Context: an optimization exercise on an open-source flow, tuned for small area, a short achievable clock period and few clock cycles. The choices shown serve that exercise and are no tape-out recipe.
Where RTL was checked, it was by simulation tests only, not by an equivalence proof against the original.
No functional check of the RTL was part of run 6.
Power and IR drop assume default switching activity.

`constraint.sdc`:
```
create_clock -name core_clock -period 32.0 [get_ports {clk}]
set_input_delay 6.4000 -clock core_clock [delete_from_list [all_inputs] [get_ports {clk}]]
set_output_delay 6.4000 -clock core_clock [all_outputs]
set_load 0.01 [all_outputs]
```
`config.mk`:
```
export PLATFORM = sky130hd
export DESIGN_NAME = processor
export DESIGN_NICKNAME = processor
export VERILOG_FILES = /design/flow/design.v
export SDC_FILE = /design/flow/constraint.sdc
export NUM_CORES = 8
export LEC_CHECK = 0
export CAP_MARGIN = 40
export CORE_MARGIN = 2
export CORE_UTILIZATION = 40
export SLEW_MARGIN = 40
```
`design.v`:
```
module processor (clk,rst,imem_addr,imem_data,dmem_addr,dmem_wdata,dmem_we,dmem_re,dmem_rdata,stat);
    input clk;
    input rst;                   
    output [7:0] imem_addr;
    input [79:0] imem_data;
    output [7:0] dmem_addr;
    output [63:0] dmem_wdata;
    output dmem_we;
    output dmem_re;
    input [63:0] dmem_rdata;
    output [3:0] stat;           
    localparam [3:0] S_AOK = 4'b1000, S_HLT = 4'b0100, S_ADR = 4'b0010, S_INS = 4'b0001;
    integer i;
    reg [7:0]  pc;
    reg        pc_bad;
    reg        x_live;           
    reg [3:0]  x_stat;           
    reg        x_cmov, x_rm, x_mr, x_opq, x_call, x_ret, x_push, x_pop;
    reg        x_retf;           
    reg        x_sub, x_and, x_xor;
    reg [3:0]  x_fn;
    reg [3:0]  x_srcA, x_srcB, x_dst;
    reg        x_wmem;           
    reg [63:0] x_valC;           
    reg [8:0]  x_valP;           
    reg [7:0]  x_ab, x_aoff;     
    reg        sb_valid;         
    reg [7:0]  sb_addr;
    reg [63:0] sb_data;
    reg        cc_zf, cc_lt;     
    reg        stopped;
    reg [3:0]  stop_stat;
    reg [63:0] rf [0:14];
    function cond(input [3:0] fn, input zf, input lt);
        case (fn)
            4'h0: cond = 1'b1;
            4'h1: cond = lt | zf;
            4'h2: cond = lt;
            4'h3: cond = zf;
            4'h4: cond = ~zf;
            4'h5: cond = ~lt;
            4'h6: cond = ~lt & ~zf;
            default: cond = 1'b0;
        endcase
    endfunction
    function [8:0] add8(input [7:0] a, input [7:0] b);
        reg [7:0] g, p;
        reg [8:0] c;
        reg g10, p10, g32, p32, g54, p54, g76, p76;
        begin
            g = a & b;
            p = a ^ b;
            g10 = g[1] | (p[1] & g[0]);  p10 = p[1] & p[0];
            g32 = g[3] | (p[3] & g[2]);  p32 = p[3] & p[2];
            g54 = g[5] | (p[5] & g[4]);  p54 = p[5] & p[4];
            g76 = g[7] | (p[7] & g[6]);  p76 = p[7] & p[6];
            c[0] = 1'b0;
            c[1] = g[0];
            c[2] = g10;
            c[3] = g[2] | (p[2] & g10);
            c[4] = g32 | (p32 & g10);
            c[5] = g[4] | (p[4] & c[4]);
            c[6] = g54 | (p54 & c[4]);
            c[7] = g[6] | (p[6] & (g54 | (p54 & c[4])));
            c[8] = (g76 | (p76 & g54)) | (p76 & p54 & c[4]);
            add8 = {c[8], p ^ c[7:0]};
        end
    endfunction
    reg [63:0] valA, valB;
    always @(*) begin
        valA = 64'd0;
        valB = 64'd0;
        for (i = 0; i < 15; i = i + 1) begin
            valA = valA | ({64{x_srcA == i}} & rf[i]);
            valB = valB | ({64{x_srcB == i}} & rf[i]);
        end
    end
    wire [63:0] valY = (x_opq | x_cmov) ? (valA ^ {64{x_sub}}) : x_valC;
    wire [63:0] sum = valB + valY + {63'd0, x_sub};
    wire [63:0] pp = valB ^ valY;
    wire [63:0] gg = valB & valY;
    wire [63:0] oo = valB | valY;
    wire [63:0] valE = x_and ? gg : x_xor ? pp : sum;
    wire zf_sum = (pp == {oo[62:0], x_sub});
    wire e_zf = x_and ? (gg == 64'd0) : x_xor ? (pp == 64'd0) : zf_sum;
    wire n63 = x_sub ? (valY[63] ^ (&valY[62:0])) : valY[63];
    wire e_lt = x_and ? gg[63] : x_xor ? pp[63] : ((n63 == valB[63]) ? valB[63] : sum[63]);
    wire [8:0]  lo_sum = add8(x_ab, x_aoff);
    wire        sum_ok = (pp[8] == lo_sum[8]) & (pp[63:9] == oo[62:8]);
    wire        x_addr_rsp = x_pop | x_ret;
    wire        x_memop = x_rm | x_mr | x_call | x_ret | x_push | x_pop;
    wire        addr_ok = x_addr_rsp ? (valB[63:8] == 56'd0) : sum_ok;
    wire        mem_bad = x_memop & ~addr_ok;
    wire x_go = x_live & ~stopped & (x_stat == S_AOK);
    wire x_load  = x_mr | x_pop | (x_ret & ~x_retf);
    wire x_store = x_rm | x_push | x_call;
    wire port_ld = x_load & x_go;
    wire ret_rd = ~sb_valid & ~(x_live & (x_memop | (x_dst == 4'd4)));
    assign dmem_addr  = port_ld ? lo_sum[7:0] : sb_valid ? sb_addr : rf[4][7:0];
    assign dmem_wdata = sb_data;
    assign dmem_we    = sb_valid & ~port_ld;
    assign dmem_re    = 1'b1;
    wire [63:0] rdata = (sb_valid & (sb_addr == lo_sum[7:0])) ? sb_data : dmem_rdata;
    always @(posedge clk) begin
        if (rst)
            sb_valid <= 1'b0;
        else if (x_go & x_store & addr_ok)
            sb_valid <= 1'b1;
        else if (~port_ld)
            sb_valid <= 1'b0;
    end
    always @(posedge clk) begin
        if (x_go & x_store & addr_ok) begin
            sb_addr <= lo_sum[7:0];
            sb_data <= x_call ? {55'd0, x_valP} : valA;
        end
    end
    wire [63:0] wval = x_wmem ? rdata : valE;
    wire        w1 = x_go & (x_dst != 4'hF) & (~x_cmov | cond(x_fn, cc_zf, cc_lt));
    wire        w2 = x_go & x_pop;                   
    wire        we1 = w1 & ~mem_bad;
    wire        we2 = w2 & ~mem_bad;
    function [63:0] rf_init(input integer k);
        case (k)
            1: rf_init = 64'd1;   2: rf_init = 64'd2;   3: rf_init = 64'd3;
            4: rf_init = 64'd14;  7: rf_init = 64'd18;  8: rf_init = 64'd30;
            9: rf_init = 64'd20;  10: rf_init = 64'd22; 13: rf_init = 64'd1;
            14: rf_init = 64'd10;
            default: rf_init = 64'd0;
        endcase
    endfunction
    wire [63:0] wd0 = wval & {64{~rst}};
    wire [63:0] wd1 = wval | {64{rst}};
    wire [63:0] wr4 = valE & {64{~rst}};
    always @(posedge clk) begin
        for (i = 0; i < 15; i = i + 1) begin
            if (rst || (we1 && x_dst == i))
                rf[i] <= (rf_init(i) & wd1) | (~rf_init(i) & wd0);
            else if (i == 4 && we2)
                rf[i] <= wr4;
        end
    end
    always @(posedge clk) begin
        if (rst) begin
            cc_zf <= 1'b0;
            cc_lt <= 1'b0;
        end else if (x_go & x_opq) begin
            cc_zf <= e_zf;
            cc_lt <= e_lt;
        end
    end
    always @(posedge clk) begin
        if (rst) begin
            stopped <= 1'b0;
            stop_stat <= S_AOK;
        end else if (x_live & ~stopped & ((x_stat != S_AOK) | mem_bad)) begin
            stopped <= 1'b1;
            stop_stat <= (x_stat != S_AOK) ? x_stat : S_ADR;
        end
    end
    assign stat = stopped ? stop_stat : (x_live ? x_stat : S_AOK);
    assign imem_addr = pc;
    wire [3:0]  f_icode = imem_data[79:76];
    wire [3:0]  f_ifun  = imem_data[75:72];
    wire [3:0]  f_rA    = imem_data[71:68];
    wire [3:0]  f_rB    = imem_data[67:64];
    wire [63:0] f_valC  = imem_data[63:0];
    wire [63:0] f_dest  = imem_data[71:8];
    wire f_ok = ~pc_bad & (f_icode != 4'h0) & (f_icode < 4'hC);
    wire [3:0] f_stat = pc_bad ? S_ADR : (f_icode >= 4'hC) ? S_INS :
                        (f_icode == 4'h0) ? S_HLT : S_AOK;
    wire f_cmov = f_icode == 4'h2;
    wire f_opq  = f_icode == 4'h6;
    wire f_call = f_icode == 4'h8;
    wire f_usesA = f_cmov | (f_icode == 4'h4) | f_opq | (f_icode == 4'hA);
    wire f_usesB = (f_icode == 4'h4) | (f_icode == 4'h5) | f_opq;
    wire f_stack = f_call | (f_icode == 4'h9) | (f_icode == 4'hA) | (f_icode == 4'hB);
    wire f_down  = f_call | (f_icode == 4'hA);
    reg [7:0] rdB;
    always @(*) begin
        rdB = 8'd0;
        for (i = 0; i < 15; i = i + 1)
            rdB = rdB | ({8{f_rB == i}} & rf[i][7:0]);
    end
    wire [7:0] fwdB = (w1 & (f_rB == x_dst)) ? wval[7:0] : (w2 & (f_rB == 4'd4)) ? valE[7:0] : rdB;
    wire [7:0] fwdS = (w1 & (x_dst == 4'd4)) ? wval[7:0] : w2 ? valE[7:0] : rf[4][7:0];
    wire nz = (x_live & x_opq) ? e_zf : cc_zf;
    wire nl = (x_live & x_opq) ? e_lt : cc_lt;
    wire f_taken = f_call | ((f_icode == 4'h7) & cond(f_ifun, nz, nl));
    wire f_retf = f_ok & (f_icode == 4'h9) & ret_rd;
    wire [8:0] pc1  = {1'b0, pc} + 9'd1;
    wire [8:0] pc2  = {1'b0, pc} + 9'd2;
    wire [8:0] pc9  = {1'b0, pc} + 9'd9;
    wire [8:0] pc10 = {1'b0, pc} + 9'd10;
    reg  [8:0] f_valP;
    always @(*) begin
        case (f_icode)
            4'h2, 4'h6, 4'hA, 4'hB: f_valP = pc2;
            4'h3, 4'h4, 4'h5: f_valP = pc10;
            4'h7, 4'h8: f_valP = pc9;
            default: f_valP = pc1;
        endcase
    end
    always @(posedge clk) begin
        if (rst) begin
            pc <= 8'd0;
            pc_bad <= 1'b0;
        end else if (x_live & x_ret & ~x_retf) begin
            pc <= rdata[7:0];
            pc_bad <= (rdata[63:8] != 56'd0);
        end else if (f_retf) begin
            pc <= dmem_rdata[7:0];
            pc_bad <= (dmem_rdata[63:8] != 56'd0);
        end else if (f_taken) begin
            pc <= f_dest[7:0];
            pc_bad <= (f_dest[63:8] != 56'd0);
        end else begin
            pc <= f_valP[7:0];
            pc_bad <= f_valP[8];
        end
    end
    always @(posedge clk) begin
        if (rst)
            x_live <= 1'b0;
        else
            x_live <= ~(x_live & x_ret & ~x_retf);
    end
    always @(posedge clk) begin
        x_stat  <= f_stat;
        x_cmov  <= f_ok & f_cmov;
        x_rm    <= f_ok & (f_icode == 4'h4);
        x_mr    <= f_ok & (f_icode == 4'h5);
        x_opq   <= f_ok & f_opq;
        x_call  <= f_ok & f_call;
        x_ret   <= f_ok & (f_icode == 4'h9);
        x_retf  <= f_retf;
        x_push  <= f_ok & (f_icode == 4'hA);
        x_pop   <= f_ok & (f_icode == 4'hB);
        x_sub   <= f_opq & (f_ifun[1:0] == 2'd1);
        x_and   <= f_opq & (f_ifun[1:0] == 2'd2);
        x_xor   <= f_opq & (f_ifun[1:0] == 2'd3);
        x_fn    <= f_ifun;
        x_srcA  <= f_usesA ? f_rA : 4'hF;
        x_srcB  <= f_stack ? 4'd4 : f_usesB ? f_rB : 4'hF;
        case (f_icode)
            4'h2, 4'h3, 4'h6: x_dst <= f_rB;
            4'h5, 4'hB:       x_dst <= f_rA;
            4'h8, 4'h9, 4'hA: x_dst <= 4'd4;
            default:          x_dst <= 4'hF;
        endcase
        x_wmem <= (f_icode == 4'h5) | (f_icode == 4'hB);
        x_valC <= f_down ? 64'hFFFF_FFFF_FFFF_FFF8 : f_stack ? 64'd8 : f_valC;
        x_valP <= f_valP;
        x_ab   <= f_stack ? fwdS : fwdB;
        x_aoff <= f_down ? 8'hF8 : f_stack ? 8'h00 : f_valC[7:0];
    end
endmodule
```
`standard.sh`:
```
#!/bin/bash
# synth_recipe.tcl (not shown) runs the flow's synth.tcl, then flattens the netlist and writes it again
# the make line also repeats each setting of config.mk as NAME=value (left out here)
make -C /OpenROAD-flow-scripts/flow DESIGN_CONFIG=/design/flow/config.mk WORK_HOME=/design/flow/orfs CLKGATE_MAP_FILE= SYNTH_SCRIPT=/design/flow/synth_recipe.tcl "${@:-finish}"
```
`flow/run.sh`:
```
#!/bin/bash
# The standard layout, with buf_4 as the buffer on every port in place of
# the default choice (a slow delay cell).
set -euo pipefail
export BUFFER_PORTS_ARGS="-buffer_cell sky130_fd_sc_hd__buf_4"
bash standard.sh finish > standard.log 2>&1
```
==> impl_summary.log, run 1 <==
[metrics] H-tree depth reported by CTS: 4
[metrics] vias in the first global route: 57120
[metrics] CP Launch Point: x_srcA[2]$_SDFF_PN1_
[metrics] top cells by area, synth: edfxtp_1 (47%), mux2i_1 (5.2%), dfxtp_1 (4.0%), a22oi_1 (3.4%), ha_1 (2.6%)
[metrics] syn avg cell area: 11.11 um2
[metrics] Max-Slew Margin vs Limit: 27.93%
[metrics] power share of the clock group: 29.7%
[metrics] count leader, synth: edfxtp_1
[metrics] critical path data arrival time: 11690 ps
[metrics] starting utilization of the core area: 40.18%
[metrics] post-route setup slack: 20870 ps
[metrics] vertical die dimension: 410.4 um
[metrics] pin count of the biggest net entering global routing: 120
[metrics] launch instance of the worst register-to-register path: x_srcA[2]$_SDFF_PN1_
[metrics] number of nets in the final layout: 6464
[metrics] sequential area share after synthesis: 50.94%
[metrics] share of the synthesized area in the top cell type: 46.91%
[metrics] total number of vias: 64260
[metrics] syn_nets: 6236
[metrics] post-cts repair resize count: 0
[metrics] internal portion of total power: 3507 uW
[metrics] TritonCTS Buffers: 137
[metrics] detailed-route wire length per cell: 51.11 um
[metrics] share of synthesized flip-flops with an asynchronous set or reset: 0%
[metrics] Remaining Overflow, GRT: 0
[metrics] DR pass1 iterations: 13
[metrics] Final Setup Violations: 0
[metrics] per-cell via count in the routed design: 7.533
[metrics] final max-slew violation count: 0
[metrics] DRT antenna net count: 0
[metrics] Period minus WS final: 11130 ps
[metrics] clock buffer depth: 3
[metrics] Max IR drop VDD: 62.20 uV
[metrics] die area: 0.1684 mm2
[metrics] leading cell types by count after synthesis: edfxtp_1 (1032), nor2_1 (435), mux2i_1 (341)
[metrics] final cycle utilization of the critical path: 34.79%
[metrics] Tot GR Track Use: 50.12%
[metrics] setup total negative slack: 0 ps
[metrics] final routed wirelength across all metal layers: 436000 um
[metrics] register bit count reported by yosys: 1165
[metrics] worst slack at placement: 21700 ps
[metrics] width of the die: 410.4 um
[metrics] primary flip-flop cell chosen by synthesis mapping: edfxtp_1
[metrics] combinational fraction of design power: 29.7%
[metrics] Skew-Pair Late Insertion Delay: 850 ps
[metrics] library cell with the largest summed area after synthesis: edfxtp_1
[metrics] summed instance area of the synthesized netlist: 0.06606 mm2
[metrics] Post-CTS Repair Setup Buffers: 0
[metrics] setup skew after layout: 53.15 ps
[metrics] number of cells in the design after placement: 8220
[metrics] Detailed Place HPWL: 312400 um
[metrics] Gate Count Post-Synth: 5946
[metrics] biggest fanout along the worst timing path: 119
[metrics] sinks on the clock net: 1165
[metrics] final count of hold timing violations: 0
[metrics] cell leakage power: 0.02916 uW
[metrics] setup repair after global routing missed its margin: no
[metrics] hold_buf cts: 0
[metrics] type of the most critical hold path: register to register
[metrics] unique cell type count in the Yosys netlist: 109
[metrics] final standard cell count with taps included and fillers excluded: 8531
[metrics] YS warnings: 2
[metrics] startpoint of the worst hold path: stop_stat[0]$_SDFFE_PP0P_
[metrics] endpoint type of the worst setup path: register
[metrics] Psw: 2193 uW
[metrics] endpoint required time on the critical path: 32560 ps
[metrics] Clock Root Buffer: clkbuf_16
[metrics] number of DRC violations after detailed routing: 0
[metrics] weighted congestion at the end of routability-driven global placement: 1.132
[metrics] total of buffers placed on input and output ports: 230
[metrics] core area: 0.1644 mm2
[metrics] crit start category: register
[metrics] number of placed I/O pins: 232
[metrics] wire length of the first global-routing pass: 559100 um
[metrics] maximum clock frequency: 0.08982 GHz
[metrics] result of the run: no timing/DRC/antenna violations
[metrics] CP Class: register to register
[metrics] number of violations reported at the end of detailed-routing iteration 0: 13730
[metrics] Area Growth Syn to Fin: 16.47%
[metrics] reported max-cap violation count: 0
[metrics] number of enable-type register cells in the synthesized netlist: 1032
[metrics] post-CTS clock slew at the launch and capture registers of the worst setup and hold paths: 60 ps
[metrics] Seq pwr share: 40.7%
[metrics] Switching Fraction: 38.47%
[metrics] Std-Cell Rows: 149
[metrics] initial antenna violation count: 54
[metrics] CTS tree: built
[metrics] pin slew with the least headroom to its limit: 1081 ps
[metrics] PwrDens: 74.08 mW/mm2
[metrics] share of cells above drive strength 1: 19.45%
## cells in the final DEF (no fill, tap or decap), drive strengths merged, types with 28 or more instances in the layout
cell type | Yosys | final
a222oi | 40 | 40
buf | 202 | 557
o221ai | 38 | 38
o21ai | 192 | 192
nor3 | 95 | 95
nand3 | 94 | 94
xor2 | 67 | 67
nor3b | 41 | 41
nand4 | 77 | 77
nor2 | 436 | 436
a21oi | 314 | 314
o22ai | 106 | 106
nand3b | 89 | 89
and2 | 47 | 47
a31oi | 43 | 43
nand2b | 46 | 46
or3 | 28 | 28
a32oi | 43 | 43
a221oi | 90 | 90
nand2 | 301 | 301
clkinv | 2 | 60
diode | 0 | 54
a211oi | 88 | 88
dfxtp | 133 | 133
o211ai | 28 | 28
mux2i | 341 | 341
clkbuf | 266 | 164
nor4 | 116 | 116
edfxtp | 1032 | 1032
and3 | 38 | 38
mux2 | 137 | 137
a21o | 101 | 101
ha | 138 | 138
nor2b | 62 | 62
a22oi | 303 | 303
inv | 188 | 196
xnor2 | 97 | 97
a22o | 92 | 92
## final timing paths
check / end / slack (ps) / cells after the start
worst max register to register: rf[6][61]$_DFFE_PP_ / 20870 / 26
worst min register to register: stop_stat[0]$_SDFFE_PP0P_ / 500 / 2
worst max-delay path: rf[6][61]$_DFFE_PP_ / 20870 / 26
worst min-delay path: stop_stat[0]$_SDFFE_PP0P_ / 500 / 2
## state kept, by name (all words and copies together) (netlist names), 4 cells and up
name and flops:
pc 8, x_aoff 6, x_fn 4, x_dst 4
x_valP 9, x_ab 8, sb_addr 8, x_valC 59
sb_data 64, stop_stat 4, x_srcB 4, x_srcA 4
rf 960, x_stat 4
## cell families (layout without fill, tap and decap cells)
logic type / count (synthesis) / count (layout) / share of synthesized area, %
AO/OA/AOI/OAI: 1719 / 1719 / 18.65
AND/OR/NAND/NOR: 1600 / 1600 / 12.86
flip-flops: 1165 / 1165 / 50.94
buffers and inverters: 658 / 1000 / 4.489
multiplexers: 495 / 495 / 8.087
XOR/XNOR: 164 / 164 / 2.174
adder cells (fa/ha/maj): 144 / 144 / 2.795
other: 1 / 55 / 0.005676
## area by class of cell
cell class,count,area (um2)
clock buffers,164,3666
multi-input cells,4123,30660
fillers,15130,87480
clock inverters,89,1047
flip-flops and latches,1165,33690
inverters,190,713.2
well taps,2189,2739
diodes,54,135.1
repair buffers,557,4290
## routing by layer
metal,share of wire (%),global-route usage (%),wire length (um),vias to the layer above
li1,-,-,-,23770
met1,35,60.38,154300,31860
met4,8.7,35.44,37990,48
met2,39,66.74,169700,6720
met5,0.19,1.466,807,-
met3,17,27.72,73180,1860
## power groups by stage
stage / logic (uW) / registers (uW) / clock network (uW)
after floorplan: 815 / 2180 / 0
after global placement: 1560 / 2320 / 0
after detailed placement: 1570 / 2310 / 0
after CTS: 1580 / 2280 / 1680
after global routing: 1690 / 2310 / 1740
final: 1690 / 2320 / 1690
## through the flow
| step | power (uW) | hold WS, ps | util, % | area (um2) |
|---|---|---|---|---|
| final | 5700 | 500.9 | 46.80 | 76950 |
| after global routing | 5742 | 512.9 | 46.72 | 76820 |
| after CTS | 5539 | 495.1 | 46.63 | 76670 |
| after detailed placement | 3879 | 485.7 | 43.76 | 71960 |
| after global placement | 3884 | 476.5 | 43.43 | 71420 |
| after floorplan | 2991 | 329.0 | - | 66060 |
## critical path, cell delays in order, from the launching register on
cell and delay (ps):
dfxtp_4 350, buf_12 460, buf_4 690, and2_1 820
buf_4 370, a222oi_1 210, buf_2 250, nor2_2 650
or4_1 610, mux2i_1 450, a21boi_0 400, ha_1 530
a21oi_1 240, o21a_1 260, nor3_1 190, buf_4 180
o211ai_1 100, a21oi_1 500, nor2_1 250, o21ai_0 380
a21o_1 230, a21oi_1 130, o41ai_1 710, a41oi_1 220
xnor2_1 170, o21ai_0 400, o21a_1 600
Testbench counts, summed over its fixed seeds: cycles 35,385.
==> run 2, diff against run 1 <==
==> run.sh (new file) <==
#!/bin/bash
# synth_recipe.tcl (not shown) runs the flow's synth.tcl, then flattens the netlist and writes it again
# the make line also repeats each setting of config.mk as NAME=value (left out here)
make -C /OpenROAD-flow-scripts/flow DESIGN_CONFIG=/design/flow/config.mk WORK_HOME=/design/flow/orfs CLKGATE_MAP_FILE= SYNTH_SCRIPT=/design/flow/synth_recipe.tcl finish
removed: flow/run.sh
removed: standard.sh
==> run 2 against run 1 <==
- area after synthesis stayed put
- non-clock buffer count is 9 higher
- largest power group unchanged
- global-route usage is 0.52 points lower
- combinational power hardly changed
- largest cell class unchanged
- sequential power hardly changed
- sequential cell count stayed put
==> impl_summary.log, run 2 <==
[metrics] most common library cell in the layout ignoring fill and taps: edfxtp_1
[metrics] count leader, synth: edfxtp_1
[metrics] YS warnings: 2
[metrics] flip-flop count of the largest register, all copies and words added: 960
[metrics] total number of vias: 64140
[metrics] sequential area share after synthesis: 50.94%
[metrics] hold_buf cts: 0
[metrics] Detailed Place HPWL: 305500 um
[metrics] endpoint required time on the critical path: 32440 ps
[metrics] total of buffers placed on input and output ports: 230
[metrics] setup repair after global routing missed its margin: no
[metrics] most numerous cell on the critical path: buf_4
[metrics] launch instance of the worst register-to-register path: x_srcA[0]$_SDFF_PN1_
[metrics] DR pass1 iterations: 12
[metrics] number of violations reported at the end of detailed-routing iteration 0: 13610
[metrics] Sequential cell area: 0.03369 mm2
[metrics] register with the most flip-flops: rf
[metrics] biggest regs: rf: 960 flops, sb_data: 64 flops, x_valC: 59 flops
[metrics] TritonCTS Buffers: 137
[metrics] die area: 0.1684 mm2
[metrics] number of nets in the final layout: 6473
[metrics] Period minus WS final: 11280 ps
[metrics] syn avg cell area: 11.11 um2
[metrics] number of placed I/O pins: 232
[metrics] Skew-Pair Late Insertion Delay: 840 ps
[metrics] Post-CTS Repair Setup Buffers: 0
[metrics] reg2reg end: rf[3][4]$_DFFE_PP_
[metrics] H-tree depth reported by CTS: 4
[metrics] Final Setup Violations: 0
[metrics] unique cell type count in the Yosys netlist: 109
[metrics] share of cells above drive strength 1: 15.41%
[metrics] vias in the first global route: 57180
[metrics] final standard cell count with taps included and fillers excluded: 8533
[metrics] DRT antenna net count: 0
[metrics] primary flip-flop cell chosen by synthesis mapping: edfxtp_1
[metrics] weighted congestion at the end of routability-driven global placement: 1.087
[metrics] Max IR drop VDD: 63.24 uV
[metrics] Clock Root Buffer: clkbuf_16
[metrics] final routed wirelength across all metal layers: 432600 um
[metrics] setup total negative slack: 0 ps
[metrics] Remaining Overflow, GRT: 0
[metrics] number of cells in the design after placement: 8229
[metrics] register-to-register path setup slack: 20720 ps
[metrics] CP Capture Point: rf[3][4]$_DFFE_PP_
[metrics] CP Class: register to register
[metrics] CP Launch Point: x_srcA[0]$_SDFF_PN1_
[metrics] library cell with the largest summed area after synthesis: edfxtp_1
[metrics] post-CTS clock slew at the launch and capture registers of the worst setup and hold paths: 60 ps
[metrics] result of the run: no timing/DRC/antenna violations
[metrics] final count of hold timing violations: 0
[metrics] reported max-cap violation count: 0
[metrics] endpoint type of the worst setup path: register
[metrics] tightest hold margin: 508.0 ps
[metrics] width of the die: 410.4 um
[metrics] wire length of the first global-routing pass: 554300 um
[metrics] number of cells traversed by the worst register-to-register path: 22
[metrics] number of DRC violations after detailed routing: 0
[metrics] top cells by area, synth: edfxtp_1 (47%), mux2i_1 (5.2%), dfxtp_1 (4.0%), a22oi_1 (3.4%), ha_1 (2.6%)
[metrics] clock buffer depth: 3
[metrics] vertical die dimension: 410.4 um
[metrics] crit start category: register
[metrics] share of synthesized flip-flops with an asynchronous set or reset: 0%
[metrics] pin slew with the least headroom to its limit: 1046 ps
[metrics] combined area of the multi-input logic cells: 0.03056 mm2
[metrics] Max-Slew Margin vs Limit: 30.19%
[metrics] setup skew after layout: 32.19 ps
[metrics] commonest cells after routing, fill and taps aside: edfxtp_1 (1032), nor2_1 (392), mux2i_1 (339)
[metrics] per-cell via count in the routed design: 7.517
[metrics] sinks on the clock net: 1165
[metrics] detailed-route wire length per cell: 50.70 um
[metrics] CTS tree: built
[metrics] Std-Cell Rows: 149
[metrics] PwrDens: 73.04 mW/mm2
[metrics] leading cell types by count after synthesis: edfxtp_1 (1032), nor2_1 (435), mux2i_1 (341)
[metrics] number of enable-type register cells in the synthesized netlist: 1032
[metrics] Tot GR Track Use: 49.60%
[metrics] maximum clock frequency: 0.08867 GHz
[metrics] syn_nets: 6236
[metrics] Area Growth Syn to Fin: 17.08%
[metrics] cell leakage power: 0.02886 uW
[metrics] critical path data arrival time: 11710 ps
[metrics] initial antenna violation count: 58
[metrics] share of the synthesized area in the top cell type: 46.91%
[metrics] met2 usage in global routing: 66.01%
[metrics] biggest fanout along the worst timing path: 102
[metrics] final max-slew violation count: 0
[metrics] pin count of the biggest net entering global routing: 106
[metrics] fill cell total of the finished layout: 15130
[metrics] met3 Track Usage GR: 27.15%
[metrics] post-cts repair resize count: 0
[metrics] slowest stage cell on the critical path: dfxtp_4
[metrics] met1 layer usage reported by global route: 59.50%
[metrics] delay of the slowest critical-path stage: 890 ps
[metrics] series of cell instances along the critical path: buf_12 > buf_4 > nor2_2 > buf_4 > a22oi_1 > o22ai_1 > or4_1 > o221ai_1 > inv_1 > ha_1 > xor2_1 > nand4_1 > nor4_1 > nand4_1 > nor4_2 > a31oi_1 > nand2b_1 > and2_1 > nand2b_1 > o31ai_4 > buf_4 > buf_4
[metrics] register bit count reported by yosys: 1165
[metrics] final cycle utilization of the critical path: 35.24%
[metrics] starting utilization of the core area: 40.18%
[metrics] type of the most critical hold path: register to register
[metrics] Gate Count Post-Synth: 5946
[metrics] busiest layer in global routing: met2
[metrics] core area: 0.1644 mm2
[metrics] summed instance area of the synthesized netlist: 0.06606 mm2
==> run 2: where the power goes <==
part	internal [uW]	leakage [uW]	switching, uW
Sequential	2050	0.0116	260
Combinational	488	0.0151	1200
Clock	943	0.00220	710
==> run 2: per-stage QoR <==
step                      util, %  area, um2  setup WS [ps]  power [uW]
after floorplan                 -      66060          20560        2991
after global placement      43.79      72010          21250        3860
after detailed placement    44.08      72480          21300        3857
after CTS                   46.86      77050          21190        5486
after global routing        46.97      77240          21110        5697
final                       47.04      77350          20720        5649
==> run 2: worst min-delay path by stage <==
stage,startpoint,end,slack (ps),cells after the start
floorplan,pc_bad$_SDFF_PP0_,x_stat[1]$_SDFF_PP1_,330,0
global placement,stop_stat[3]$_SDFFE_PP1P_,stop_stat[3]$_SDFFE_PP1P_,480,1
detailed placement,stop_stat[2]$_SDFFE_PP0P_,stop_stat[2]$_SDFFE_PP0P_,500,2
CTS,pc_bad$_SDFF_PP0_,x_stat[1]$_SDFF_PP1_,510,0
global route,stop_stat[3]$_SDFFE_PP1P_,stop_stat[3]$_SDFFE_PP1P_,530,1
finish,pc_bad$_SDFF_PP0_,x_stat[1]$_SDFF_PP1_,510,0
==> run 2: worst max-delay path: cells and delay by family, from the launching register on <==
family	cells	cell delay, ps
buffers and inverters	6	3090
xor gates and xnor gates	1	200
adders and majority gates	1	620
AOI/OAI and AO/OA	5	2180
DFF	1	890
and+or+nand+nor	9	3300
==> run 2: kinds of logic after synthesis <==
group / count (synthesis) / synth area share [%]
AO/OA/AOI/OAI: 1719 / 18.65
AND/OR/NAND/NOR: 1600 / 12.86
flip-flops: 1165 / 50.94
buffers and inverters: 658 / 4.489
multiplexers: 495 / 8.087
XOR/XNOR: 164 / 2.174
adder cells (fa/ha/maj): 144 / 2.795
other: 1 / 0.005676
==> run 2: layout make-up <==
class	instances	area share [%]
Sequential cell	1165	43.56
Multi-Input combinational cell	4123	39.50
Timing Repair Buffer	566	6.388
Clock buffer	164	4.631
Tap cell	2189	3.541
Clock inverter	82	1.280
Inverter	190	0.9220
Antenna cell	54	0.1747
==> run 2: per-layer routing <==
| layer | share of wire, % | wire length [um] |
|---|---|---|
| met2 | 39 | 168200 |
| met4 | 9.0 | 38810 |
| met5 | 0.29 | 1259 |
| met1 | 35 | 151400 |
| met3 | 17 | 72990 |
==> run 3, diff against run 2 <==
--- a/design.v
+++ b/design.v
@@ -19,7 +19,8 @@
     reg        x_retf;           
     reg        x_sub, x_and, x_xor;
     reg [3:0]  x_fn;
-    reg [3:0]  x_srcA, x_srcB, x_dst;
+    reg [14:0] x_selA, x_selB;   
+    reg [3:0]  x_dst;
     reg        x_wmem;           
     reg [63:0] x_valC;           
     reg [8:0]  x_valP;           
@@ -71,8 +72,8 @@
         valA = 64'd0;
         valB = 64'd0;
         for (i = 0; i < 15; i = i + 1) begin
-            valA = valA | ({64{x_srcA == i}} & rf[i]);
-            valB = valB | ({64{x_srcB == i}} & rf[i]);
+            valA = valA | ({64{x_selA[i]}} & rf[i]);
+            valB = valB | ({64{x_selB[i]}} & rf[i]);
         end
     end
     wire [63:0] valY = (x_opq | x_cmov) ? (valA ^ {64{x_sub}}) : x_valC;
@@ -110,7 +111,7 @@
             sb_valid <= 1'b0;
     end
     always @(posedge clk) begin
-        if (x_go & x_store & addr_ok) begin
+        if (x_go & x_store) begin
             sb_addr <= lo_sum[7:0];
             sb_data <= x_call ? {55'd0, x_valP} : valA;
         end
@@ -118,8 +119,8 @@
     wire [63:0] wval = x_wmem ? rdata : valE;
     wire        w1 = x_go & (x_dst != 4'hF) & (~x_cmov | cond(x_fn, cc_zf, cc_lt));
     wire        w2 = x_go & x_pop;                   
-    wire        we1 = w1 & ~mem_bad;
-    wire        we2 = w2 & ~mem_bad;
+    wire        we1 = w1;
+    wire        we2 = w2;
     function [63:0] rf_init(input integer k);
         case (k)
             1: rf_init = 64'd1;   2: rf_init = 64'd2;   3: rf_init = 64'd3;
@@ -240,8 +241,10 @@
         x_and   <= f_opq & (f_ifun[1:0] == 2'd2);
         x_xor   <= f_opq & (f_ifun[1:0] == 2'd3);
         x_fn    <= f_ifun;
-        x_srcA  <= f_usesA ? f_rA : 4'hF;
-        x_srcB  <= f_stack ? 4'd4 : f_usesB ? f_rB : 4'hF;
+        for (i = 0; i < 15; i = i + 1) begin
+            x_selA[i] <= f_usesA & (f_rA == i);
+            x_selB[i] <= f_stack ? (i == 4) : f_usesB & (f_rB == i);
+        end
         case (f_icode)
             4'h2, 4'h3, 4'h6: x_dst <= f_rB;
             4'h5, 4'hB:       x_dst <= f_rA;
--- a/config.mk
+++ b/config.mk
@@ -5,7 +5,7 @@
 export SDC_FILE = /design/flow/constraint.sdc
 export NUM_CORES = 8
 export LEC_CHECK = 0
-export CAP_MARGIN = 40
+export CAP_MARGIN = 80
 export CORE_MARGIN = 2
 export CORE_UTILIZATION = 40
-export SLEW_MARGIN = 40
+export SLEW_MARGIN = 80
==> run 3 against run 2 <==
- still clean
- die area fell by 7.9%
- clock-buffer cell count is 2 higher
- sequential cell count is 22 higher
- synthesized cell count decreased by 10%
- global-route usage down 9.9 points
- area after synthesis decreased by 8.0%
- setup slack improved by 920 ps
- critical path type is now register to output port
- critical endpoint is now dmem_addr[4]
- largest power group unchanged
==> impl_summary.log, run 3 <==
[metrics] setup total negative slack: 0 ps
[metrics] summed instance area of the synthesized netlist: 0.06081 mm2
[metrics] final max-slew violation count: 0
[metrics] result of the run: no timing/DRC/antenna violations
[metrics] total number of vias: 57770
[metrics] post-CTS clock slew at the launch and capture registers of the worst setup and hold paths: 60 ps
[metrics] type of the most critical hold path: register to register
[metrics] detailed-route wire length per cell: 39.04 um
[metrics] register bit count reported by yosys: 1187
[metrics] Area Growth Syn to Fin: 35.11%
[metrics] Remaining Overflow, GRT: 0
[metrics] clock buffer depth: 3
[metrics] starting utilization of the core area: 40.17%
[metrics] hold_buf cts: 0
[metrics] DR pass1 iterations: 13
[metrics] initial antenna violation count: 10
[metrics] sequential area share after synthesis: 56.06%
[metrics] slowest stage cell on the critical path: clkdlybuf4s50_1
[metrics] sum of buffers and inverters on the critical path: 5
[metrics] Gate Count Post-Synth: 5340
[metrics] Std-Cell Rows: 143
[metrics] number of enable-type register cells in the synthesized netlist: 1032
[metrics] wire length of the first global-routing pass: 435400 um
[metrics] top cells by area, synth: edfxtp_1 (51%), a22oi_1 (9.6%), dfxtp_1 (5.1%), ha_1 (2.8%), nor2_1 (2.6%)
[metrics] vertical die dimension: 393.9 um
[metrics] Period minus WS final: 10360 ps
[metrics] number of placed I/O pins: 232
[metrics] Max IR drop VDD: 43.79 uV
[metrics] unique cell type count in the Yosys netlist: 90
[metrics] count leader, synth: edfxtp_1
[metrics] per-cell via count in the routed design: 7.068
[metrics] crit start category: register
[metrics] number of nets in the final layout: 6324
[metrics] DRT antenna net count: 0
[metrics] total design power: 4786 uW
[metrics] weighted congestion at the end of routability-driven global placement: 1.095
[metrics] number of violations reported at the end of detailed-routing iteration 0: 12520
[metrics] share of synthesized flip-flops with an asynchronous set or reset: 0%
[metrics] Tot GR Track Use: 39.66%
[metrics] flip-flop count of the largest register, all copies and words added: 960
[metrics] library cell with the largest summed area after synthesis: edfxtp_1
[metrics] most common library cell in the layout ignoring fill and taps: edfxtp_1
[metrics] reported max-cap violation count: 0
[metrics] final cycle utilization of the critical path: 32.37%
[metrics] pin count of the biggest net entering global routing: 40
[metrics] largest delay contributor family on the critical path: buffers and inverters
[metrics] cell leakage power: 0.02957 uW
[metrics] Detailed Place HPWL: 239300 um
[metrics] vias in the first global route: 54540
[metrics] Post-CTS Repair Setup Buffers: 0
[metrics] Final Setup Violations: 0
[metrics] fill cell total of the finished layout: 12510
[metrics] commonest cells after routing, fill and taps aside: edfxtp_1 (1032), a22oi_1 (774), nor2_1 (273)
[metrics] register-to-register path setup slack: 24540 ps
[metrics] TritonCTS Buffers: 133
[metrics] biggest regs: rf: 960 flops, sb_data: 64 flops, x_valC: 59 flops
[metrics] endpoint required time on the critical path: 25600 ps
[metrics] share of the synthesized area in the top cell type: 50.96%
[metrics] biggest fanout along the worst timing path: 10
[metrics] Clock Root Buffer: clkbuf_16
[metrics] total of buffers placed on input and output ports: 230
[metrics] core area: 0.1514 mm2
[metrics] final routed wirelength across all metal layers: 319100 um
[metrics] sinks on the clock net: 1187
[metrics] maximum clock frequency: 0.09653 GHz
[metrics] register with the most flip-flops: rf
[metrics] post-cts repair resize count: 0
[metrics] Skew-Pair Late Insertion Delay: 820 ps
[metrics] tightest hold margin: 441.2 ps
[metrics] number of DRC violations after detailed routing: 0
[metrics] CP Class: register to output port
[metrics] setup repair after global routing missed its margin: no
[metrics] PwrDens: 58.25 mW/mm2
[metrics] YS warnings: 2
[metrics] syn_nets: 5630
[metrics] width of the die: 393.9 um
[metrics] leading cell types by count after synthesis: edfxtp_1 (1032), a22oi_1 (774), nor2_1 (423)
[metrics] endpoint type of the worst setup path: output port
[metrics] CTS tree: built
[metrics] H-tree depth reported by CTS: 4
[metrics] primary flip-flop cell chosen by synthesis mapping: edfxtp_1
[metrics] share of cells above drive strength 1: 26.99%
[metrics] die area: 0.1552 mm2
[metrics] final count of hold timing violations: 0
[metrics] delay of the slowest critical-path stage: 560 ps
[metrics] series of cell instances along the critical path: nor4b_4 > clkdlybuf4s25_1 > clkdlybuf4s50_1 > and2_2 > o31a_2 > buf_4 > buf_4 > a211oi_1 > a21oi_1 > clkdlybuf4s50_1
[metrics] critical path data arrival time: 3960 ps
[metrics] setup skew after layout: 41.65 ps
[metrics] syn avg cell area: 11.39 um2
-- run 3: per-layer routing --
| metal | GRT usage, % | wire length (um) | up-vias |
|---|---|---|---|
| li1 | - | - | 22470 |
| met1 | 51.01 | 113200 | 27870 |
| met2 | 56.27 | 128900 | 5917 |
| met3 | 14.99 | 50650 | 1497 |
| met4 | 24.48 | 26180 | 10 |
| met5 | 0 | 62 | - |
-- run 3: power breakdown --
part | switching (uW) | internal (uW)
Sequential | 140 | 1960
Clock | 667 | 927
Combinational | 697 | 393
-- run 3: logic make-up (layout without fill, tap and decap cells) --
group,after synthesis,count (layout),synth area share [%]
muxes,161,161,2.774
adders and majority gates,144,144,3.037
AOI/OAI and AO/OA,1701,1701,20.33
other,1,2,0.006167
xor gates and xnor gates,140,140,2.016
and+or+nand+nor,1399,1399,11.55
buffers and inverters,607,1409,4.224
DFF,1187,1187,56.06
-- run 3: worst reg2reg max path: cells and delay by family, from the launching register on --
family / cells / cell delay, ps
buffers and inverters: 12 / 3150
XOR/XNOR: 1 / 100
flip-flops: 1 / 430
AO/OA/AOI/OAI: 11 / 1910
AND/OR/NAND/NOR: 5 / 1300
adder cells (fa/ha/maj): 1 / 420
-- run 3: final timing paths --
| kind | start | end | depth (start not counted) |
|---|---|---|---|
| worst min-delay path | pc_bad$_SDFF_PP0_ | x_stat[1]$_SDFF_PP1_ | 0 |
| worst min register to register | pc_bad$_SDFF_PP0_ | x_stat[1]$_SDFF_PP1_ | 0 |
| worst max-delay path | x_stat[0]$_SDFF_PP0_ | dmem_addr[4] | 10 |
| worst max register to register | x_opq$_DFF_P_ | rf[2][45]$_DFFE_PP_ | 30 |
-- run 3: layout make-up --
| type | instances | area (um2) | share of cell area, % |
|---|---|---|---|
| multi-input cells | 3546 | 28900 | 35.17 |
| flip-flops and latches | 1187 | 34240 | 41.67 |
| well taps | 2030 | 2540 | 3.091 |
| clock inverters | 77 | 843.3 | 1.026 |
| clock buffers | 166 | 3617 | 4.403 |
| diodes | 1 | 2.502 | 0.003046 |
| inverters | 194 | 745.7 | 0.9076 |
| repair buffers | 972 | 11280 | 13.73 |
-- run 3: metrics by stage --
step           util (%)  worst slack (ps)  instances  cell area, um2
3_3_place_gp      43.07             21510       7323           65200
2_1_floorplan         -             22230       5340           60810
3_5_place_dp      50.70             22400       7889           76740
5_1_grt           54.28             21510       8173           82160
4_1_cts           53.64             21510       8132           81200
6_report          54.28             21640       8173           82160
Testbench counts of run 3, summed over its fixed seeds: cycles 35,385.
==> run 4, diff against run 3 <==
--- a/config.mk
+++ b/config.mk
@@ -5,7 +5,8 @@
 export SDC_FILE = /design/flow/constraint.sdc
 export NUM_CORES = 8
 export LEC_CHECK = 0
-export CAP_MARGIN = 80
+export CAP_MARGIN = 40
 export CORE_MARGIN = 2
 export CORE_UTILIZATION = 40
-export SLEW_MARGIN = 80
+export CTS_CLUSTER_SIZE = 40
+export SLEW_MARGIN = 40
==> run 4 against run 3 <==
- power is 6.1% lower
- combinational power is 22% lower
- core utilization is 8.0 points lower
- clock skew is 2.2 ps higher
- largest power group unchanged
- cell count is 7.2% lower
- still clean
- clock-buffer cell count is 1 higher
==> impl_summary.log, run 4 <==
[metrics] cell leakage power: 0.02504 uW
[metrics] sinks on the clock net: 1187
[metrics] number of DRC violations after detailed routing: 0
[metrics] number of cells traversed by the worst register-to-register path: 21
[metrics] register with the most flip-flops: rf
[metrics] initial antenna violation count: 15
[metrics] YS warnings: 2
[metrics] type of the most critical hold path: register to register
[metrics] number of nets in the final layout: 5731
[metrics] biggest fanout along the worst timing path: 18
[metrics] H-tree depth reported by CTS: 4
[metrics] number of enable-type register cells in the synthesized netlist: 1032
[metrics] Final Setup Violations: 0
[metrics] detailed-route wire length per cell: 40.57 um
[metrics] syn avg cell area: 11.39 um2
[metrics] WL met3: 48770 um
[metrics] number of violations reported at the end of detailed-routing iteration 0: 11600
[metrics] unique cell type count in the Yosys netlist: 90
[metrics] Max-Slew Margin vs Limit: 31.03%
[metrics] Clock Root Buffer: clkbuf_16
[metrics] crit start category: register
[metrics] capture endpoint of the worst hold path: stop_stat[3]$_SDFFE_PP1P_
[metrics] Tot GR Track Use: 38.30%
[metrics] simple-gate share of the synthesized area: 11.55%
[metrics] DR pass1 iterations: 14
[metrics] pin slew with the least headroom to its limit: 1035 ps
[metrics] setup skew after layout: 43.80 ps
[metrics] share of cells above drive strength 1: 10.76%
[metrics] commonest cells after routing, fill and taps aside: edfxtp_1 (1032), a22oi_1 (774), nor2_1 (388)
[metrics] routed length on met1: 111900 um
[metrics] Post-CTS Repair Setup Buffers: 0
[metrics] result of the run: no timing/DRC/antenna violations
[metrics] primary flip-flop cell chosen by synthesis mapping: edfxtp_1
[metrics] maximum clock frequency: 0.09823 GHz
[metrics] pin count of the biggest net entering global routing: 85
[metrics] endpoint type of the worst setup path: output port
[metrics] PwrDens: 64.10 mW/mm2
[metrics] syn_nets: 5630
[metrics] CTS tree: built
[metrics] startpoint of the worst hold path: stop_stat[3]$_SDFFE_PP1P_
[metrics] reg2reg end: rf[9][62]$_DFFE_PP_
[metrics] share of synthesized flip-flops with an asynchronous set or reset: 0%
[metrics] final standard cell count with taps included and fillers excluded: 7583
[metrics] Skew-Pair Late Insertion Delay: 810 ps
[metrics] Remaining Overflow, GRT: 0
[metrics] post-CTS clock slew at the launch and capture registers of the worst setup and hold paths: 60 ps
[metrics] launch instance of the worst register-to-register path: x_sub$_DFF_P_
[metrics] synthesized-area fraction occupied by xor and xnor cells: 2.016%
[metrics] wire length of the first global-routing pass: 416500 um
[metrics] Gate Count Post-Synth: 5340
[metrics] hold_buf cts: 0
[metrics] Period minus WS final: 10180 ps
[metrics] post-synthesis compound-gate area fraction: 20.33%
[metrics] critical path data arrival time: 3780 ps
[metrics] CP Launch Point: x_live$_SDFF_PP0_
[metrics] Max IR drop VDD: 43.40 uV
[metrics] per-cell via count in the routed design: 7.162
[metrics] most common library cell in the layout ignoring fill and taps: edfxtp_1
[metrics] endpoint required time on the critical path: 25600 ps
[metrics] setup repair after global routing missed its margin: no
[metrics] hold-critical path depth: 1
[metrics] post-synthesis mux area share: 2.774%
[metrics] final max-slew violation count: 0
[metrics] final count of hold timing violations: 0
[metrics] arithmetic-cell share of the synthesized area counting full adders, half adders and majority gates: 3.037%
[metrics] library cell with the largest summed area after synthesis: edfxtp_1
[metrics] Area Growth Syn to Fin: 15.31%
[metrics] vias in the first global route: 50820
[metrics] vertical die dimension: 393.9 um
[metrics] share of the synthesized area in the top cell type: 50.96%
[metrics] post-cts repair resize count: 0
[metrics] WL met2: 123600 um
[metrics] flip-flop count of the largest register, all copies and words added: 960
[metrics] register-to-register path setup slack: 23700 ps
[metrics] uppermost metal layer occupied by signal nets: met5
[metrics] core occupancy in the finished layout: 46.33%
[metrics] number of placed I/O pins: 232
[metrics] reported max-cap violation count: 0
[metrics] register bit count reported by yosys: 1187
[metrics] DRT antenna net count: 0
[metrics] setup total negative slack: 0 ps
[metrics] die area: 0.1552 mm2
[metrics] leading cell types by count after synthesis: edfxtp_1 (1032), a22oi_1 (774), nor2_1 (423)
[metrics] total number of vias: 54310
[metrics] biggest regs: rf: 960 flops, sb_data: 64 flops, x_valC: 59 flops
[metrics] weighted congestion at the end of routability-driven global placement: 1.095
[metrics] clock buffer depth: 3
[metrics] count leader, synth: edfxtp_1
[metrics] Detailed Place HPWL: 202100 um
[metrics] number of cells in the design after placement: 7334
[metrics] core area: 0.1514 mm2
[metrics] final cycle utilization of the critical path: 31.81%
[metrics] Std-Cell Rows: 143
[metrics] sequential area share after synthesis: 56.06%
[metrics] top cells by area, synth: edfxtp_1 (51%), a22oi_1 (9.6%), dfxtp_1 (5.1%), ha_1 (2.8%), nor2_1 (2.6%)
[metrics] summed instance area of the synthesized netlist: 0.06081 mm2
[metrics] final routed wirelength across all metal layers: 307700 um
[metrics] width of the die: 393.9 um
[metrics] TritonCTS Buffers: 130
[metrics] total of buffers placed on input and output ports: 230
[metrics] main combinational cell family by area after synthesis: compound AO/OA/AOI/OAI gates
[metrics] starting utilization of the core area: 40.17%
[metrics] CP Class: register to output port
run 4: critical path, stage by stage, from the launching register on:
cell	delay, ps
dfxtp_1	480
nor2b_1	560
and2_0	400
o31a_1	680
a211oi_1	100
a21oi_1	190
clkdlybuf4s50_1	580
run 4: cell type report:
cell class,count,area (um2)
inverter,194,728.2
clock inverter,71,774.5
antenna,6,15.01
timing repair buffer,382,3608
fill,13770,81250
clock buffer,167,3526
multi-input combinational,3546,24720
tap,2030,2540
sequential,1187,34210
run 4: stage by stage:
| stage | area, um2 | hold slack (ps) | worst slack (ps) | total power, uW |
|---|---|---|---|---|
| 2_1_floorplan | 60810 | 415.9 | 22230 | 2525 |
| 3_3_place_gp | 65200 | 484.3 | 21510 | 2914 |
| 3_5_place_dp | 65580 | 480.5 | 21970 | 2919 |
| 4_1_cts | 69880 | 496.4 | 21740 | 4436 |
| 5_1_grt | 70110 | 520.3 | 21670 | 4592 |
| 6_report | 70120 | 498.7 | 21820 | 4495 |
run 4: how the worst max path moves through the flow:
| stage | end | slack [ps] | depth (start not counted) |
|---|---|---|---|
| finish | dmem_addr[7] | 21820 | 6 |
| global route | dmem_addr[7] | 21670 | 6 |
| CTS | dmem_addr[7] | 21740 | 6 |
| floorplan | rf[8][0]$_DFFE_PP_ | 22230 | 3 |
| detailed placement | pc_bad$_SDFF_PP0_ | 21970 | 11 |
| global placement | pc_bad$_SDFF_PP0_ | 21510 | 7 |
run 4: kinds of logic after synthesis:
group | Yosys count
xor gates and xnor gates | 140
DFF | 1187
and+or+nand+nor | 1399
buffers and inverters | 607
AOI/OAI and AO/OA | 1701
adders and majority gates | 144
other | 1
muxes | 161
run 4: report_power, final:
| group | switching, uW | internal [uW] | total (uW) |
|---|---|---|---|
| Sequential | 142 | 1960 | 2110 |
| Combinational | 596 | 250 | 846 |
| Clock | 659 | 883 | 1540 |
| Total | 1400 | 3100 | 4490 |
run 4: per-layer routing:
layer,track usage [%],up-vias
met5,0.7081,-
met4,23.58,22
met3,14.31,1290
met2,53.44,5467
met1,50.07,26260
li1,-,21270
==> run 5, diff against run 4 <==
--- a/config.mk
+++ b/config.mk
@@ -8,5 +8,4 @@
 export CAP_MARGIN = 40
 export CORE_MARGIN = 2
 export CORE_UTILIZATION = 40
-export CTS_CLUSTER_SIZE = 40
 export SLEW_MARGIN = 40
==> run 5 against run 4 <==
- critical path type unchanged
- still clean
- via count is the same
- die area did not move
- setup slack did not move
- critical path depth unchanged
- combinational power hardly changed
- critical endpoint unchanged
- power unchanged
- non-clock buffer count is the same
- clock power about the same
- core utilization did not move
==> impl_summary.log, run 5 <==
[metrics] number of cells in the design after placement: 7334
[metrics] critical path data arrival time: 3780 ps
[metrics] pin slew with the least headroom to its limit: 1035 ps
[metrics] hold-critical path depth: 1
[metrics] pin count of the biggest net entering global routing: 85
[metrics] biggest regs: rf: 960 flops, sb_data: 64 flops, x_valC: 59 flops
[metrics] vias in the first global route: 50820
[metrics] count leader, synth: edfxtp_1
[metrics] die area: 0.1552 mm2
[metrics] startpoint of the worst hold path: stop_stat[3]$_SDFFE_PP1P_
[metrics] final cycle utilization of the critical path: 31.81%
[metrics] Post-CTS Repair Setup Buffers: 0
[metrics] H-tree depth reported by CTS: 4
[metrics] total number of vias: 54310
[metrics] register with the most flip-flops: rf
[metrics] Max IR drop VDD: 43.40 uV
[metrics] Seq pwr share: 46.9%
[metrics] crit start category: register
[metrics] width of the die: 393.9 um
[metrics] endpoint type of the worst setup path: output port
[metrics] maximum clock frequency: 0.09823 GHz
[metrics] Area Growth Syn to Fin: 15.31%
[metrics] setup skew after layout: 43.80 ps
[metrics] number of DRC violations after detailed routing: 0
[metrics] share of the synthesized area in the top cell type: 50.96%
[metrics] DRT antenna net count: 0
[metrics] final count of hold timing violations: 0
[metrics] biggest fanout along the worst timing path: 18
[metrics] summed instance area of the synthesized netlist: 0.06081 mm2
[metrics] total of buffers placed on input and output ports: 230
[metrics] flip-flop count of the largest register, all copies and words added: 960
[metrics] endpoint required time on the critical path: 25600 ps
[metrics] Max-Slew Margin vs Limit: 31.03%
[metrics] TritonCTS Buffers: 130
[metrics] internal portion of total power: 3097 uW
[metrics] CTS tree: built
[metrics] commonest cells after routing, fill and taps aside: edfxtp_1 (1032), a22oi_1 (774), nor2_1 (388)
[metrics] CP Class: register to output port
[metrics] Period minus WS final: 10180 ps
[metrics] Detailed Place HPWL: 202100 um
[metrics] tightest hold margin: 498.7 ps
[metrics] worst slack at placement: 21970 ps
[metrics] cell leakage power: 0.02504 uW
[metrics] fill cell total of the finished layout: 13770
[metrics] number of cells traversed by the worst register-to-register path: 21
[metrics] Clock Root Buffer: clkbuf_16
[metrics] Psw: 1398 uW
[metrics] setup total negative slack: 0 ps
[metrics] initial antenna violation count: 15
[metrics] number of enable-type register cells in the synthesized netlist: 1032
[metrics] clock buffer depth: 3
[metrics] PwrDens: 64.10 mW/mm2
[metrics] primary flip-flop cell chosen by synthesis mapping: edfxtp_1
[metrics] wire length of the first global-routing pass: 416500 um
[metrics] Gate Count Post-Synth: 5340
[metrics] weighted congestion at the end of routability-driven global placement: 1.095
[metrics] register bit count reported by yosys: 1187
[metrics] sinks on the clock net: 1187
[metrics] post-CTS clock slew at the launch and capture registers of the worst setup and hold paths: 60 ps
[metrics] Switching Fraction: 31.11%
[metrics] Remaining Overflow, GRT: 0
[metrics] launch instance of the worst register-to-register path: x_sub$_DFF_P_
[metrics] share of cells above drive strength 1: 10.76%
[metrics] type of the most critical hold path: register to register
[metrics] vertical die dimension: 393.9 um
[metrics] most common library cell in the layout ignoring fill and taps: edfxtp_1
[metrics] Std-Cell Rows: 143
[metrics] number of nets in the final layout: 5731
[metrics] sequential area share after synthesis: 56.06%
[metrics] register-to-register path setup slack: 23700 ps
[metrics] capture endpoint of the worst hold path: stop_stat[3]$_SDFFE_PP1P_
[metrics] number of placed I/O pins: 232
[metrics] syn_nets: 5630
[metrics] per-cell via count in the routed design: 7.162
[metrics] unique cell type count in the Yosys netlist: 90
[metrics] starting utilization of the core area: 40.17%
[metrics] final standard cell count with taps included and fillers excluded: 7583
[metrics] Skew-Pair Late Insertion Delay: 810 ps
[metrics] library cell with the largest summed area after synthesis: edfxtp_1
[metrics] hold_buf cts: 0
[metrics] cell area after layout: 0.07012 mm2
[metrics] post-cts repair resize count: 0
[metrics] share of synthesized flip-flops with an asynchronous set or reset: 0%
[metrics] YS warnings: 2
[metrics] syn avg cell area: 11.39 um2
[metrics] reg2reg end: rf[9][62]$_DFFE_PP_
[metrics] DR pass1 iterations: 14
[metrics] result of the run: no timing/DRC/antenna violations
[metrics] Tot GR Track Use: 38.30%
[metrics] power share of the clock group: 34.3%
[metrics] detailed-route wire length per cell: 40.57 um
[metrics] combinational fraction of design power: 18.8%
[metrics] reported max-cap violation count: 0
[metrics] area post-placement: 0.06558 mm2
[metrics] Final Setup Violations: 0
[metrics] number of violations reported at the end of detailed-routing iteration 0: 11600
[metrics] setup repair after global routing missed its margin: no
[metrics] leading cell types by count after synthesis: edfxtp_1 (1032), a22oi_1 (774), nor2_1 (423)
[metrics] top cells by area, synth: edfxtp_1 (51%), a22oi_1 (9.6%), dfxtp_1 (5.1%), ha_1 (2.8%), nor2_1 (2.6%)
[metrics] final max-slew violation count: 0
[metrics] core area: 0.1514 mm2
[metrics] final routed wirelength across all metal layers: 307700 um
[metrics] post-route setup slack: 21820 ps
run 5: stage by stage:
| stage | utilization (%) | total power (uW) |
|---|---|---|
| 6_report | 46.33 | 4495 |
| 5_1_grt | 46.32 | 4592 |
| 4_1_cts | 46.17 | 4436 |
| 3_5_place_dp | 43.33 | 2919 |
| 3_3_place_gp | 43.07 | 2914 |
| 2_1_floorplan | - | 2525 |
run 5: area by class of cell:
class	count	area, um2	area share [%]
antenna	6	15.01	0.02141
clock buffer	167	3526	5.028
clock inverter	71	774.5	1.104
inverter	194	728.2	1.038
multi-input combinational	3546	24720	35.25
sequential	1187	34210	48.79
tap	2030	2540	3.622
timing repair buffer	382	3608	5.146
run 5: power groups by stage:
stage | Combinational [uW] | Sequential (uW) | Clock, uW
6_report | 846 | 2110 | 1540
3_3_place_gp | 789 | 2120 | 0
3_5_place_dp | 796 | 2120 | 0
4_1_cts | 800 | 2090 | 1540
5_1_grt | 872 | 2120 | 1600
2_1_floorplan | 448 | 2080 | 0
run 5: cells by family after synthesis:
logic type,count (synthesis),share of synthesized area (%)
compound gates,1701,20.33
simple gates,1399,11.55
flops,1187,56.06
buf+inv,607,4.224
mux,161,2.774
fa+ha+maj,144,3.037
xor+xnor,140,2.016
other cells,1,0.006167
run 5: critical path, cell delays in order, from the launching register on:
cell and delay, ps:
dfxtp_1 480, nor2b_1 560, and2_0 400, o31a_1 680, a211oi_1 100, a21oi_1 190, clkdlybuf4s50_1 580
run 5: how the worst max path moves through the flow:
stage,from,to,depth (start not counted)
floorplan,rst,rf[8][0]$_DFFE_PP_,3
global placement,imem_data[47],pc_bad$_SDFF_PP0_,7
detailed placement,imem_data[79],pc_bad$_SDFF_PP0_,11
CTS,x_stat[0]$_SDFF_PP0_,dmem_addr[7],6
global route,x_live$_SDFF_PP0_,dmem_addr[7],6
finish,x_live$_SDFF_PP0_,dmem_addr[7],6
run 5: per-layer routing:
layer | global-route usage [%] | vias to the layer above | wire [um]
met4 | 23.58 | 22 | 23200
met2 | 53.44 | 5467 | 123600
li1 | - | 21270 | -
met5 | 0.7081 | - | 271
met1 | 50.07 | 26260 | 111900
met3 | 14.31 | 1290 | 48770
==> run 6, diff against run 5 <==
--- a/design.v
+++ b/design.v
@@ -17,6 +17,10 @@
     reg [3:0]  x_stat;           
     reg        x_cmov, x_rm, x_mr, x_opq, x_call, x_ret, x_push, x_pop;
     reg        x_retf;           
+    reg        x_ldp;            
+    reg        x_stp;            
+    reg        x_retx;           
+    reg        x_rspb;           
     reg        x_sub, x_and, x_xor;
     reg [3:0]  x_fn;
     reg [14:0] x_selA, x_selB;   
@@ -93,10 +97,8 @@
     wire        addr_ok = x_addr_rsp ? (valB[63:8] == 56'd0) : sum_ok;
     wire        mem_bad = x_memop & ~addr_ok;
     wire x_go = x_live & ~stopped & (x_stat == S_AOK);
-    wire x_load  = x_mr | x_pop | (x_ret & ~x_retf);
-    wire x_store = x_rm | x_push | x_call;
-    wire port_ld = x_load & x_go;
-    wire ret_rd = ~sb_valid & ~(x_live & (x_memop | (x_dst == 4'd4)));
+    wire port_ld = x_ldp & ~stopped;
+    wire ret_rd = ~sb_valid & ~x_rspb;
     assign dmem_addr  = port_ld ? lo_sum[7:0] : sb_valid ? sb_addr : rf[4][7:0];
     assign dmem_wdata = sb_data;
     assign dmem_we    = sb_valid & ~port_ld;
@@ -105,13 +107,13 @@
     always @(posedge clk) begin
         if (rst)
             sb_valid <= 1'b0;
-        else if (x_go & x_store & addr_ok)
+        else if (x_stp & ~stopped & addr_ok)
             sb_valid <= 1'b1;
         else if (~port_ld)
             sb_valid <= 1'b0;
     end
     always @(posedge clk) begin
-        if (x_go & x_store) begin
+        if (x_stp & ~stopped) begin
             sb_addr <= lo_sum[7:0];
             sb_data <= x_call ? {55'd0, x_valP} : valA;
         end
@@ -206,7 +208,7 @@
         if (rst) begin
             pc <= 8'd0;
             pc_bad <= 1'b0;
-        end else if (x_live & x_ret & ~x_retf) begin
+        end else if (x_retx) begin
             pc <= rdata[7:0];
             pc_bad <= (rdata[63:8] != 56'd0);
         end else if (f_retf) begin
@@ -224,7 +226,15 @@
         if (rst)
             x_live <= 1'b0;
         else
-            x_live <= ~(x_live & x_ret & ~x_retf);
+            x_live <= ~x_retx;
+    end
+    wire f_go = ~rst & ~x_retx & f_ok;       
+    always @(posedge clk) begin
+        x_ldp  <= f_go & ((f_icode == 4'h5) | (f_icode == 4'hB) | ((f_icode == 4'h9) & ~f_retf));
+        x_stp  <= f_go & ((f_icode == 4'h4) | (f_icode == 4'hA) | f_call);
+        x_retx <= f_go & (f_icode == 4'h9) & ~f_retf;
+        x_rspb <= f_go & ((f_icode == 4'h4) | (f_icode == 4'h5) | f_stack |
+                          (((f_icode == 4'h2) | (f_icode == 4'h3) | f_opq) & (f_rB == 4'd4)));
     end
     always @(posedge clk) begin
         x_stat  <= f_stat;
==> flow/run.sh (new file) <==
#!/bin/bash
# The standard layout, with buf_4 as the buffer on every port in place of
# the default choice (a slow delay cell).
set -euo pipefail
export BUFFER_PORTS_ARGS="-buffer_cell sky130_fd_sc_hd__buf_4"
bash standard.sh finish > standard.log 2>&1
==> standard.sh (new file) <==
#!/bin/bash
# synth_recipe.tcl (not shown) runs the flow's synth.tcl, then flattens the netlist and writes it again
# the make line also repeats each setting of config.mk as NAME=value (left out here)
make -C /OpenROAD-flow-scripts/flow DESIGN_CONFIG=/design/flow/config.mk WORK_HOME=/design/flow/orfs CLKGATE_MAP_FILE= SYNTH_SCRIPT=/design/flow/synth_recipe.tcl "${@:-finish}"
removed: run.sh
==> run 6 against run 5 <==
- still clean on timing, DRC and antenna
- fmax rose by 3.6%
- area after synthesis decreased by 0.35%
- non-clock buffer count shrank 1
- routed wire length is essentially flat
- setup slack improved by 350 ps
- cell area is 0.98% lower
- synthesized cell count decreased by 0.64%
- via count is 0.96% higher
- sequential power about the same
==> impl_summary.log, run 6 <==
[metrics] share of synthesized flip-flops with an asynchronous set or reset: 0%
[metrics] number of placed I/O pins: 232
[metrics] setup repair after global routing missed its margin: no
[metrics] Gate Count Post-Synth: 5306
[metrics] launch instance of the worst register-to-register path: x_sub$_DFF_P_
[metrics] endpoint required time on the critical path: 25600 ps
[metrics] final count of hold timing violations: 0
[metrics] syn avg cell area: 11.42 um2
[metrics] core area: 0.1501 mm2
[metrics] final cycle utilization of the critical path: 30.72%
[metrics] register-to-register path setup slack: 23530 ps
[metrics] flip-flop count of the largest register, all copies and words added: 960
[metrics] total of buffers placed on input and output ports: 230
[metrics] per-cell via count in the routed design: 7.278
[metrics] die area: 0.1546 mm2
[metrics] biggest fanout along the worst timing path: 3
[metrics] final routed wirelength across all metal layers: 307600 um
[metrics] reg2reg end: pc[2]$_SDFF_PP0_
[metrics] most common library cell in the layout ignoring fill and taps: edfxtp_1
[metrics] YS warnings: 2
[metrics] number of cells in the design after placement: 7282
[metrics] cell area after layout: 0.06943 mm2
[metrics] setup total negative slack: 0 ps
[metrics] endpoint type of the worst setup path: output port
[metrics] type of the most critical hold path: register to register
[metrics] CTS tree: built
[metrics] Detailed Place HPWL: 204000 um
[metrics] result of the run: no timing/DRC/antenna violations
[metrics] Clock Root Buffer: clkbuf_16
[metrics] post-cts repair resize count: 0
[metrics] share of the synthesized area in the top cell type: 51.14%
[metrics] Tot GR Track Use: 38.55%
[metrics] unique cell type count in the Yosys netlist: 85
[metrics] register with the most flip-flops: rf
[metrics] largest delay contributor family on the critical path: adder cells
[metrics] total number of vias: 54830
[metrics] hold_buf cts: 0
[metrics] post-CTS clock slew at the launch and capture registers of the worst setup and hold paths: 60 ps
[metrics] top cells by area, synth: edfxtp_1 (51%), a22oi_1 (9.7%), dfxtp_1 (5.2%), ha_1 (2.8%), nor2_1 (2.3%)
[metrics] number of enable-type register cells in the synthesized netlist: 1032
[metrics] vias in the first global route: 50980
[metrics] number of DRC violations after detailed routing: 0
[metrics] reported max-cap violation count: 0
[metrics] leading cell types by count after synthesis: edfxtp_1 (1032), a22oi_1 (779), nor2_1 (376)
[metrics] delay of the slowest critical-path stage: 540 ps
[metrics] weighted congestion at the end of routability-driven global placement: 1.108
[metrics] sequential area share after synthesis: 56.36%
[metrics] commonest cells after routing, fill and taps aside: edfxtp_1 (1032), a22oi_1 (779), buf_4 (369)
[metrics] count leader, synth: edfxtp_1
[metrics] slowest stage cell on the critical path: fa_1
[metrics] initial antenna violation count: 12
[metrics] DRT antenna net count: 0
[metrics] TritonCTS Buffers: 132
[metrics] width of the die: 393.2 um
[metrics] cell leakage power: 0.02532 uW
[metrics] clock buffer depth: 3
[metrics] most numerous cell on the critical path: a21oi_1
[metrics] starting utilization of the core area: 40.36%
[metrics] biggest regs: rf: 960 flops, sb_data: 64 flops, x_valC: 59 flops
[metrics] Period minus WS final: 9831 ps
[metrics] tightest hold margin: 499.6 ps
[metrics] pin slew with the least headroom to its limit: 998.7 ps
[metrics] final standard cell count with taps included and fillers excluded: 7534
[metrics] number of cells traversed by the worst register-to-register path: 19
[metrics] Remaining Overflow, GRT: 0
[metrics] primary flip-flop cell chosen by synthesis mapping: edfxtp_1
[metrics] series of cell instances along the critical path: ha_1 > fa_1 > a21o_1 > a21oi_1 > o21bai_1 > a21oi_1 > fa_1 > a21oi_1 > buf_4
[metrics] final max-slew violation count: 0
[metrics] DR pass1 iterations: 12
[metrics] total design power: 4522 uW
[metrics] detailed-route wire length per cell: 40.83 um
[metrics] H-tree depth reported by CTS: 4
[metrics] Std-Cell Rows: 142
[metrics] Post-CTS Repair Setup Buffers: 0
[metrics] wire length of the first global-routing pass: 413600 um
[metrics] summed instance area of the synthesized netlist: 0.06060 mm2
[metrics] PwrDens: 65.12 mW/mm2
[metrics] crit start category: register
[metrics] maximum clock frequency: 0.1017 GHz
[metrics] capture endpoint of the worst hold path: stop_stat[3]$_SDFFE_PP1P_
[metrics] share of cells above drive strength 1: 14.79%
[metrics] sinks on the clock net: 1190
[metrics] sum of buffers and inverters on the critical path: 1
[metrics] Max-Slew Margin vs Limit: 33.42%
[metrics] register bit count reported by yosys: 1190
[metrics] Skew-Pair Late Insertion Delay: 820 ps
[metrics] Area Growth Syn to Fin: 14.58%
[metrics] vertical die dimension: 393.2 um
[metrics] setup skew after layout: 35.68 ps
[metrics] Final Setup Violations: 0
[metrics] area post-placement: 0.06485 mm2
[metrics] pin count of the biggest net entering global routing: 55
[metrics] number of violations reported at the end of detailed-routing iteration 0: 12230
[metrics] hold-critical path depth: 1
[metrics] CP Class: register to output port
[metrics] library cell with the largest summed area after synthesis: edfxtp_1
[metrics] startpoint of the worst hold path: stop_stat[3]$_SDFFE_PP1P_
[metrics] syn_nets: 5596
[metrics] critical path data arrival time: 3430 ps
[metrics] Max IR drop VDD: 55.86 uV
[metrics] number of nets in the final layout: 5696
-- run 6: cells by family (layout without fill, tap and decap cells) --
group                      after synthesis  count (layout)  share of synthesized area, %
xor gates and xnor gates               142             142                         2.052
DFF                                   1190            1190                         56.36
adders and majority gates              144             144                         3.048
AOI/OAI and AO/OA                     1651            1651                         19.95
other                                    1               7                      0.006188
and+or+nand+nor                       1428            1428                         11.97
buffers and inverters                  597             803                         3.971
muxes                                  153             153                         2.639
-- run 6: through the flow --
step	util (%)	worst slack, ps
3_3_place_gp	43.03	22350
4_1_cts	46.10	22200
3_5_place_dp	43.19	22350
2_1_floorplan	-	22190
6_report	46.25	22170
5_1_grt	46.24	22030
-- run 6: final cells by class --
class	instances	area (um2)
multi-input cells	3519	24610
well taps	2016	2522
repair buffers	381	2958
inverters	182	683.2
fillers	13620	80700
diodes	6	15.01
clock buffers	161	3516
flip-flops and latches	1190	34280
clock inverters	79	848.3
-- run 6: routing by layer --
layer / part of all wire [%] / wire length, um / vias up / GRT usage [%]
met5: 0.036 / 112 / - / 0.1595
met4: 7.7 / 23560 / 16 / 24.98
met3: 16 / 50000 / 1348 / 15.31
met2: 41 / 124800 / 5642 / 54.18
met1: 35 / 109100 / 26610 / 48.96
li1: - / - / 21210 / -
-- run 6: where the power goes --
group | switching (uW) | internal, uW
Sequential | 154 | 1970
Combinational | 596 | 245
Clock | 678 | 882
Total | 1430 | 3090
-- run 6: worst max path at each step --
stage	to	slack [ps]	startpoint	depth (start not counted)
2_1_floorplan	rf[1][0]$_DFFE_PP_	22190	rst	3
6_report	dmem_addr[6]	22170	x_ab[0]$_DFF_P_	9
3_5_place_dp	pc_bad$_SDFF_PP0_	22350	imem_data[79]	14
3_3_place_gp	pc_bad$_SDFF_PP0_	22350	imem_data[79]	14
4_1_cts	dmem_addr[6]	22200	x_ab[0]$_DFF_P_	9
5_1_grt	dmem_addr[6]	22030	x_ab[0]$_DFF_P_	9
